This is an optimization exercise on Yosys and OpenROAD, whose aim is small area and a short achievable clock period, not a production implementation.
Only simulation tests tie the RTL to the original design; equivalence was not proved.

rev 12:
==> flow/design.v (excerpt) <==
module conv2d_3x3 #(
    parameter SIZE  = 32 ,
    WEIGHT = 34,
    LENGHT = 302
) (
    input clk,
    input reset_n,
    input load,
    input en,
    input [SIZE-1:0] in,
    input [SIZE-1:0] k1,
    input [SIZE-1:0] k2,
    input [SIZE-1:0] k3,
    input [SIZE-1:0] k4,
    input [SIZE-1:0] k5,
    input [SIZE-1:0] k6,
    input [SIZE-1:0] k7,
    input [SIZE-1:0] k8,
    input [SIZE-1:0] k9,
    output valid_out,
    output[SIZE-1:0] out
);
Size: ~20000 cells after synthesis, roughly 360 I/O pins.
export LEC_CHECK = 0
export CAP_MARGIN = 20
export CORE_MARGIN = 2
export CORE_UTILIZATION = 60
export PLACE_DENSITY = 0.7
export SLEW_MARGIN = 20
export SYNTH_HIERARCHICAL = 1
create_clock -name core_clock -period 40.0 [get_ports {clk}]
standard.sh (not shown) runs the stock make flow with config.mk's settings and CLKGATE_MAP_FILE= SYNTH_SCRIPT=/design/flow/synth_recipe.tcl, a recipe that flattens the netlist after the stock synthesis.
==> flow/flow/run.sh <==
#!/bin/bash
# Standard ORFS layout (the standard.sh) with:
#  - timing repair aimed below the design's period: repair_timing treats
#    slack under SETUP_SLACK_MARGIN as a violation (the SDC is the standard flow's);
#  - plain buffers on the ports;
#  - after repair_design, flow/load_tree.tcl rebuilds the buffer tree of the
#    load input as a clustered two-level tree, and puts each output's port
#    buffer and its flip-flop next to the pin;
#  - larger clock-tree sink clusters.
set -euo pipefail
export SETUP_SLACK_MARGIN=30.55
export BUFFER_PORTS_ARGS="-buffer_cell sky130_fd_sc_hd__buf_4"
export POST_RESIZE_TCL=$PWD/flow/load_tree.tcl
export CTS_ARGS="-sink_clustering_enable -repair_clock_nets -sink_clustering_size 25 -sink_clustering_max_diameter 120 -dont_use_dummy_load"
bash standard.sh > flow_make.log 2>&1
Other scripts of this flow, unchanged in this note and not shown: flow/flow/load_tree.tcl
Rev 12 went all the way through synthesis, placement and routing and the layout is clean on timing, DRC and antenna.
What rev 13 does differently from rev 12 at the input level:
- CORE_UTILIZATION: 60 -> 40
- PLACE_DENSITY: 0.7 -> 0.5
Comparing wire length on met2 for rev 13 and rev 12, the smaller number came from rev 12. The final cycle utilization of the critical path of rev 13 and that of rev 12 are within noise of each other. Measured against rev 12, the number of fill cells of rev 13 comes out at 1.9 times the reference value. On total number of nets in the final design, rev 13 and rev 12 are neck and neck.

* * *

== exp/tundra ==
conv2d_3x3 again, from the RTL that the note above started with.
export LEC_CHECK = 0
export CAP_MARGIN = 20
export CORE_MARGIN = 2
export CORE_UTILIZATION = 45
export PLACE_DENSITY = 0.55
export SLEW_MARGIN = 20
export SYNTH_HIERARCHICAL = 1
create_clock -name core_clock -period 40.0 [get_ports {clk}]
==> flow/flow/run.sh <==
#!/bin/bash
# Standard ORFS layout (the standard.sh) with:
#  - timing repair aimed below the design's period: repair_timing treats
#    slack under SETUP_SLACK_MARGIN as a violation (the SDC is the standard flow's);
#  - plain buffers on the ports;
#  - after repair_design, flow/load_tree.tcl rebuilds the buffer tree of the
#    load input as a clustered two-level tree, and puts each output's port
#    buffer and its flip-flop next to the pin;
#  - larger clock-tree sink clusters.
set -euo pipefail
export SETUP_SLACK_MARGIN=30.55
export BUFFER_PORTS_ARGS="-buffer_cell sky130_fd_sc_hd__buf_4"
export POST_RESIZE_TCL=$PWD/flow/load_tree.tcl
export CTS_ARGS="-sink_clustering_enable -repair_clock_nets -sink_clustering_size 25 -sink_clustering_max_diameter 80 -dont_use_dummy_load"
bash standard.sh > flow_make.log 2>&1
Other scripts of this flow, unchanged in this note and not shown: flow/flow/load_tree.tcl
Input-level comparison between exp/ember and exp/tundra:
-- flow/flow/run.sh --
<<< exp/tundra, line 13
export POST_RESIZE_TCL=$PWD/flow/load_tree.tcl
export CTS_ARGS="-sink_clustering_enable -repair_clock_nets -sink_clustering_size 25 -sink_clustering_max_diameter 80 -dont_use_dummy_load"
bash standard.sh > flow_make.log 2>&1
>>> exp/ember, line 13
export POST_RESIZE_TCL=$PWD/flow/load_tree.tcl
export PRE_GLOBAL_PLACE_TCL=$PWD/flow/pre_gp.tcl
export CTS_ARGS="-sink_clustering_enable -repair_clock_nets -sink_clustering_size 25 -sink_clustering_max_diameter 120 -dont_use_dummy_load"
bash standard.sh > flow_make.log 2>&1
==> flow/flow/pre_gp.tcl (new file) <==
# Without timing-driven global placement ORFS keeps the buffers that
# synthesis (abc) inserted; remove them before placement as the
# timing-driven mode does.
remove_buffers
-- flow/config.mk --
<<< exp/tundra, line 10
export CORE_UTILIZATION = 45
export PLACE_DENSITY = 0.55
>>> exp/ember, line 10
export CORE_UTILIZATION = 45
export GPL_TIMING_DRIVEN = 0
export PLACE_DENSITY = 0.55
## What came out
- exp/ember ran to completion and came out clean on the timing, design-rule and antenna checks.
- When exp/ember is set beside exp/tundra, its core utilization turns out to be 1.9 points larger.
- exp/ember vs. exp/tundra: first-pass GRT wire length went up by 22000 µm.
- exp/ember -> exp/tundra: period utilization flat
- As far as highest clock frequency the design can meet is concerned, exp/tundra and exp/ember perform about the same.
- exp/tundra leaves more setup margin than exp/ember.
- NOTE: post-route worst hold slack in exp/ember exceeds that of exp/tundra
- Against exp/tundra, exp/ember comes in 5 lower on largest net degree at the start of global routing.
## Diff of input files: exp/willow against exp/ember
-- flow/flow/run.sh --
<<< exp/ember, line 13
export POST_RESIZE_TCL=$PWD/flow/load_tree.tcl
export PRE_GLOBAL_PLACE_TCL=$PWD/flow/pre_gp.tcl
export CTS_ARGS="-sink_clustering_enable -repair_clock_nets -sink_clustering_size 25 -sink_clustering_max_diameter 120 -dont_use_dummy_load"
>>> exp/willow, line 13
export POST_RESIZE_TCL=$PWD/flow/load_tree.tcl
export CTS_ARGS="-sink_clustering_enable -repair_clock_nets -sink_clustering_size 25 -sink_clustering_max_diameter 120 -dont_use_dummy_load"
-- flow/config.mk --
<<< exp/ember, line 9
export CORE_MARGIN = 2
export CORE_UTILIZATION = 45
export GPL_TIMING_DRIVEN = 0
export PLACE_DENSITY = 0.55
export SLEW_MARGIN = 20
>>> exp/willow, line 9
export CORE_MARGIN = 2
export CORE_UTILIZATION = 66
export PLACE_DENSITY = 0.76
export SLEW_MARGIN = 20
removed: flow/flow/pre_gp.tcl
## What came out
Note that the die area recorded for exp/ember amounts to 1.5 times the value seen in exp/willow. Re area of all placed cells without fillers: exp/willow is 5.0% down on exp/ember. Re slew of the pin with the lowest slew margin: exp/ember was lower than exp/willow. Wire length of the first global-routing pass (lower): exp/willow. Sort exp/willow and exp/ember by total placed instance area desc -> top: exp/ember. The higher number of global-route vias before repair came out of exp/willow. From exp/ember to exp/willow the numbers moved as follows: routed wire length fell 8.7%; number of hold buffers added after CTS about even; delay of the slowest cell on the worst path about even.
--- input diff exp/willow..exp/indigo ---
-- flow/config.mk --
<<< exp/willow, line 9
export CORE_MARGIN = 2
export CORE_UTILIZATION = 66
export PLACE_DENSITY = 0.76
export SLEW_MARGIN = 20
>>> exp/indigo, line 9
export CORE_MARGIN = 2
export CORE_UTILIZATION = 45
export PLACE_DENSITY = 0.55
export SLEW_MARGIN = 20
- Of exp/indigo and exp/willow, it is exp/indigo that has the lower number of vias after detailed routing.
- Final cell utilization of the core ends up lower on exp/indigo.
- Diff exp/willow and exp/indigo: maximum number of pins on one net before global-route repair lower in exp/indigo
- Going from exp/willow to exp/indigo, smallest setup slack after layout increased 0.0097 ns; total routed wirelength increased about 7%.
- Detailed-routed wire length on met2 (exp/indigo vs. exp/willow) increases by more than 10%
- exp/indigo vs exp/willow: area of the placeable core up in exp/indigo
- Launching element of the worst setup path = r_out[30]: exp/willow; launching element of the worst setup path = r_out[10]: exp/indigo
- Slack of the worst reg-to-reg path across exp/willow and exp/indigo: no real change.
- Filler cell count in the final layout, exp/indigo vs exp/willow: up by more than half

* * *

== run A ==
Another version of the RTL of conv2d_3x3 (not shown whole).
For scale: ~20000 cells after synthesis, roughly 360 I/O pins, roughly 250000 sq um of cells after synthesis.
==> flow/design.v (excerpt) <==
module conv2d_3x3 #(
    parameter SIZE  = 32 ,
    WEIGHT = 34,
    LENGHT = 302
) (
    input clk,
    input reset_n,
    input load,
    input en,
    input [SIZE-1:0] in,
    input [SIZE-1:0] k1,
    input [SIZE-1:0] k2,
    input [SIZE-1:0] k3,
    input [SIZE-1:0] k4,
    input [SIZE-1:0] k5,
    input [SIZE-1:0] k6,
    input [SIZE-1:0] k7,
    input [SIZE-1:0] k8,
    input [SIZE-1:0] k9,
    output valid_out,
    output[SIZE-1:0] out
);
export LEC_CHECK = 0
export CAP_MARGIN = 20
export CORE_MARGIN = 2
export CORE_UTILIZATION = 45
export PLACE_DENSITY = 0.55
export SLEW_MARGIN = 20
export SYNTH_HIERARCHICAL = 1
create_clock -name core_clock -period 40.0 [get_ports {clk}]
==> flow/flow/run.sh <==
#!/bin/bash
# Standard ORFS layout (the standard.sh) with:
#  - timing repair aimed below the design's period: repair_timing treats
#    slack under SETUP_SLACK_MARGIN as a violation (the SDC is the standard flow's);
#  - plain buffers on the ports;
#  - after repair_design, flow/load_tree.tcl rebuilds the buffer tree of the
#    load input as a clustered two-level tree, and puts each output's port
#    buffer and its flip-flop next to the pin;
#  - larger clock-tree sink clusters.
set -euo pipefail
export SETUP_SLACK_MARGIN=30.55
export BUFFER_PORTS_ARGS="-buffer_cell sky130_fd_sc_hd__buf_4"
export POST_RESIZE_TCL=$PWD/flow/load_tree.tcl
export CTS_ARGS="-sink_clustering_enable -repair_clock_nets -sink_clustering_size 25 -sink_clustering_max_diameter 80"
bash standard.sh > flow_make.log 2>&1
==> flow/flow/load_tree.tcl <==
# Rebuild the buffer tree of the load input as a balanced, clustered tree.
# Sourced after repair_design (POST_RESIZE), before detailed placement.
namespace eval lt {
  variable block
  proc is_buf {inst} {
    return [regexp {__(buf|clkbuf|bufbuf)_[0-9]+$} [[$inst getMaster] getName]]
  }
  proc drv_iterm {net} {
    foreach it [$net getITerms] { if {[$it isOutputSignal]} { return $it } }
    return ""
  }
  # all non-buffer sinks below net, deleting the buffers in between
  proc collect {net sinksVar} {
    upvar $sinksVar sinks
    foreach it [$net getITerms] {
      if {[$it isOutputSignal]} continue
      set inst [$it getInst]
      if {[is_buf $inst]} {
        set onet ""
        foreach o [$inst getITerms] { if {[$o isOutputSignal]} { set onet [$o getNet] } }
        if {$onet ne "" && $onet ne "NULL"} { collect $onet sinks }
        odb::dbInst_destroy $inst
        if {$onet ne "" && $onet ne "NULL"} { odb::dbNet_destroy $onet }
      } else {
        lappend sinks $it
      }
    }
  }
  proc center {inst} {
    set b [$inst getBBox]
    return [list [expr {([$b xMin] + [$b xMax]) / 2}] [expr {([$b yMin] + [$b yMax]) / 2}]]
  }
  # k-means of points {x y}, returns list of cluster index per point
  proc kmeans {pts k} {
    set n [llength $pts]
    set cs {}
    for {set i 0} {$i < $k} {incr i} { lappend cs [lindex $pts [expr {($i * $n) / $k}]] }
    # seed by sorting along x then y bands for a spread start
    set asg [lrepeat $n 0]
    for {set it 0} {$it < 25} {incr it} {
      set asg {}
      foreach p $pts {
        set best 0; set bd 1e30; set j 0
        lassign $p px py
        foreach c $cs {
          lassign $c cx cy
          set d [expr {abs($px - $cx) + abs($py - $cy)}]
          if {$d < $bd} { set bd $d; set best $j }
          incr j
        }
        lappend asg $best
      }
      set sx [lrepeat $k 0.0]; set sy [lrepeat $k 0.0]; set sn [lrepeat $k 0]
      foreach p $pts a $asg {
        lset sx $a [expr {[lindex $sx $a] + [lindex $p 0]}]
        lset sy $a [expr {[lindex $sy $a] + [lindex $p 1]}]
        lset sn $a [expr {[lindex $sn $a] + 1}]
      }
      set ncs {}
      for {set j 0} {$j < $k} {incr j} {
        if {[lindex $sn $j] > 0} {
          lappend ncs [list [expr {int([lindex $sx $j] / [lindex $sn $j])}] [expr {int([lindex $sy $j] / [lindex $sn $j])}]]
        } else { lappend ncs [lindex $cs $j] }
      }
      set cs $ncs
    }
    return [list $asg $cs]
  }
  variable cnt 0
  proc mkbuf {master x y innet outnet} {
    variable block; variable cnt
    incr cnt
    set inst [odb::dbInst_create $block $master "ltbuf_$cnt"]
    $inst setLocation $x $y
    $inst setPlacementStatus PLACED
    [$inst findITerm A] connect $innet
    [$inst findITerm X] connect $outnet
    return $inst
  }
  proc mknet {} {
    variable block; variable cnt
    incr cnt
    set net [odb::dbNet_create $block "ltnet_$cnt"]
    $net setSigType SIGNAL
    return $net
  }
  proc build {port leaf_size fan2 leafcell midcell} {
    variable block
    set block [ord::get_db_block]
    set db [ord::get_db]
    set bt [$block findBTerm $port]
    set pnet [$bt getNet]
    # the input buffer on the port
    set ibuf ""
    foreach it [$pnet getITerms] { set ibuf [$it getInst] }
    set root ""
    foreach o [$ibuf getITerms] { if {[$o isOutputSignal]} { set root [$o getNet] } }
    set sinks {}
    collect $root sinks
    foreach it $sinks { $it disconnect }
    set n [llength $sinks]
    set pts {}
    foreach it $sinks { lappend pts [center [$it getInst]] }
    set k1 [expr {($n + $leaf_size - 1) / $leaf_size}]
    lassign [kmeans $pts $k1] asg cs
    set lm [$db findMaster $leafcell]
    set mm [$db findMaster $midcell]
    # level 2 clustering of leaf buffers
    set k2 [expr {($k1 + $fan2 - 1) / $fan2}]
    lassign [kmeans $cs $k2] asg2 cs2
    set midnets {}
    foreach c $cs2 {
      set net [mknet]
      lassign $c x y
      mkbuf $mm $x $y $root $net
      lappend midnets $net
    }
    set j 0
    foreach c $cs a2 $asg2 {
      set net [mknet]
      lassign $c x y
      mkbuf $lm $x $y [lindex $midnets $a2] $net
      set leafnets($j) $net
      incr j
    }
    foreach it $sinks a $asg { $it connect $leafnets($a) }
    puts "load tree: $n sinks, $k1 leaf buffers ($leafcell), $k2 mid buffers ($midcell)"
  }
}
lt::build load 40 8 sky130_fd_sc_hd__buf_8 sky130_fd_sc_hd__buf_16

# Put each output's port buffer and the flip-flop that drives it next to the
# port's pin, so that the register-to-output paths stay short.
namespace eval lt {
  proc out_regs {} {
    set block [ord::get_db_block]
    set core [$block getCoreArea]
    set cx0 [$core xMin]; set cy0 [$core yMin]; set cx1 [$core xMax]; set cy1 [$core yMax]
    set moved 0
    foreach bt [$block getBTerms] {
      if {[$bt getIoType] ne "OUTPUT"} continue
      set net [$bt getNet]
      set buf ""
      foreach it [$net getITerms] { if {[$it isOutputSignal]} { set buf [$it getInst] } }
      if {$buf eq ""} continue
      set bnet [[$buf findITerm A] getNet]
      set ff ""
      foreach it [$bnet getITerms] { if {[$it isOutputSignal]} { set ff [$it getInst] } }
      if {$ff eq ""} continue
      set bb [$bt getBBox]
      set px [expr {([$bb xMin] + [$bb xMax]) / 2}]
      set py [expr {([$bb yMin] + [$bb yMax]) / 2}]
      # inside the core, a little away from the edge
      set m 4000
      set x [expr {min(max($px, $cx0 + $m), $cx1 - $m - 20000)}]
      set y [expr {min(max($py, $cy0 + $m), $cy1 - $m - 3000)}]
      # direction towards the core: flop one cell further in
      set dx 0; set dy 0
      if {$px <= $cx0} { set dx 6000 } elseif {$px >= $cx1} { set dx -6000 } elseif {$py <= $cy0} { set dy 3000 } else { set dy -3000 }
      $buf setLocation $x $y
      $ff setLocation [expr {$x + $dx}] [expr {$y + $dy}]
      incr moved
    }
    puts "output registers moved next to their pins: $moved"
  }
}
lt::out_regs

# Inputs other than load have time to spare: their port buffers can be the
# smallest buffer (repair_timing sizes them up if a path needs it).
namespace eval lt {
  proc small_inbufs {keep cell} {
    set block [ord::get_db_block]
    set m [[ord::get_db] findMaster $cell]
    set n 0
    foreach bt [$block getBTerms] {
      if {[$bt getIoType] ne "INPUT" || [lsearch $keep [$bt getName]] >= 0} continue
      set net [$bt getNet]
      if {$net eq "NULL"} continue
      foreach it [$net getITerms] {
        set inst [$it getInst]
        if {[regexp {__buf_[0-9]+$} [[$inst getMaster] getName]]} { $inst swapMaster $m; incr n }
      }
    }
    puts "input port buffers set to $cell: $n"
  }
}
lt::small_inbufs {load clk reset_n} sky130_fd_sc_hd__buf_1
Input changes introduced in run B (baseline for comparison: run A):
# run A
export LEC_CHECK = 0
export CAP_MARGIN = 20
export CORE_MARGIN = 2
export CORE_UTILIZATION = 45
export PLACE_DENSITY = 0.55
export SLEW_MARGIN = 20
export SYNTH_HIERARCHICAL = 1
create_clock -name core_clock -period 40.0 [get_ports {clk}]
# run B
export LEC_CHECK = 0
export CAP_MARGIN = 5
export CORE_MARGIN = 2
export CORE_UTILIZATION = 45
export PLACE_DENSITY = 0.55
export SLEW_MARGIN = 5
export SYNTH_HIERARCHICAL = 1
create_clock -name core_clock -period 40.0 [get_ports {clk}]
--- a/flow/flow/run.sh
+++ b/flow/flow/run.sh
@@ -12,4 +12,4 @@
 export BUFFER_PORTS_ARGS="-buffer_cell sky130_fd_sc_hd__buf_4"
 export POST_RESIZE_TCL=$PWD/flow/load_tree.tcl
-export CTS_ARGS="-sink_clustering_enable -repair_clock_nets -sink_clustering_size 25 -sink_clustering_max_diameter 80"
+export CTS_ARGS="-sink_clustering_enable -repair_clock_nets -sink_clustering_size 25 -sink_clustering_max_diameter 120 -dont_use_dummy_load"
 bash standard.sh > flow_make.log 2>&1
--- a/flow/flow/load_tree.tcl
+++ b/flow/flow/load_tree.tcl
@@ -128,5 +128,5 @@
   }
 }
-lt::build load 40 8 sky130_fd_sc_hd__buf_8 sky130_fd_sc_hd__buf_16
+lt::build load 50 8 sky130_fd_sc_hd__buf_6 sky130_fd_sc_hd__buf_16
 
 # Put each output's port buffer and the flip-flop that drives it next to the
### Flow results
The run showing the smaller met3 wire length is run B. For overall track demand over capacity in global routing, run B and run A come out practically identical. Number of post-CTS setup repair buffers: higher on run B. | minimum setup slack in the final design | run B vs run A | 40 ps higher |. On hold slack: between run B and run A, it ends up lower for run B. Critical path data arrival time ends up higher on run A. [run B] tightest slew margin relative to the limit fell 8.7 points relative to run A. Run B vs. run A: area fraction of clock buffers and clock inverters went down by 0.87 points.
Input changes introduced in run C (baseline for comparison: run B):
# run B
export LEC_CHECK = 0
export CAP_MARGIN = 5
export CORE_MARGIN = 2
export CORE_UTILIZATION = 45
export PLACE_DENSITY = 0.55
export SLEW_MARGIN = 5
export SYNTH_HIERARCHICAL = 1
create_clock -name core_clock -period 40.0 [get_ports {clk}]
# run C
export LEC_CHECK = 0
export CAP_MARGIN = 20
export CORE_MARGIN = 2
export CORE_UTILIZATION = 45
export PLACE_DENSITY = 0.55
export SLEW_MARGIN = 20
export SYNTH_HIERARCHICAL = 1
create_clock -name core_clock -period 40.0 [get_ports {clk}]
--- a/flow/flow/run.sh
+++ b/flow/flow/run.sh
@@ -12,4 +12,4 @@
 export BUFFER_PORTS_ARGS="-buffer_cell sky130_fd_sc_hd__buf_4"
 export POST_RESIZE_TCL=$PWD/flow/load_tree.tcl
-export CTS_ARGS="-sink_clustering_enable -repair_clock_nets -sink_clustering_size 25 -sink_clustering_max_diameter 120 -dont_use_dummy_load"
+export CTS_ARGS="-sink_clustering_enable -repair_clock_nets -sink_clustering_size 25 -sink_clustering_max_diameter 80 -dont_use_dummy_load"
 bash standard.sh > flow_make.log 2>&1
--- outcome ---
met3 routed wirelength is lower on run B
Comparing run B and run C, the higher growth of design area from synthesis to finish is on run C.
Run C vs. run B: number of vias after detailed routing has remained practically unchanged; wire length saw little to no change; hold slack +11 ps.
On global-route wire length before repair, run B and run C are neck and neck.
Compared with run B, in run C final design area excluding fillers now sits at about the same level; final design utilization ~0 delta.

static timing again, ports no longer ideal:
Ports are ideal in the flow. The routed layouts listed here were re-timed in OpenROAD.
Step 1: set_driving_cell puts a clkbuf_16 on clk and a buf_2 on each other input, an assumption about the parent block.
Step 2 times the ports against the registers' clock, not the clock port: input delays grow and output delays shrink by t, the midpoint of the rising clock arrivals with the driver on.
Three values: ideal ports, drivers, drivers and shift; two values: the first two.
| run | shift t [ns] | setup slack, ns | worst hold slack (ns) | slew at the worst register clock pin (ns) | cell pins on the clock port's net |
|---|---|---|---|---|---|
| rev 12 | 0.990 | 30.544 / 30.427 / 29.860 | 0.323 / 0.323 / 0.323 | 0.10 / 0.10 | 1 |
| rev 13 | 1.008 | 30.523 / 30.399 / 30.062 | 0.370 / 0.370 / 0.370 | 0.11 / 0.11 | 1 |
| exp/tundra | 1.010 | 30.532 / 30.409 / 30.207 | 0.327 / 0.327 / 0.327 | 0.10 / 0.10 | 1 |
| exp/ember | 0.999 | 30.528 / 30.405 / 30.092 | 0.360 / 0.360 / 0.360 | 0.11 / 0.11 | 1 |
| exp/willow | 0.983 | 30.530 / 30.406 / 30.267 | 0.356 / 0.356 / 0.356 | 0.11 / 0.11 | 1 |
| exp/indigo | 0.998 | 30.540 / 30.412 / 30.186 | 0.363 / 0.363 / 0.363 | 0.11 / 0.11 | 1 |
| run A | 1.051 | 30.491 / 30.363 / 30.250 | 0.374 / 0.374 / 0.374 | 0.10 / 0.10 | 1 |
| run B | 0.993 | 30.531 / 30.402 / 30.112 | 0.346 / 0.346 / 0.346 | 0.10 / 0.10 | 1 |
| run C | 0.994 | 30.539 / 30.415 / 30.123 | 0.357 / 0.357 / 0.357 | 0.11 / 0.11 | 1 |
After both steps every run listed still meets setup and hold. The setup slack of rev 12, which loses most, moves by -0.117 ns with the drivers and by -0.684 ns with both steps.
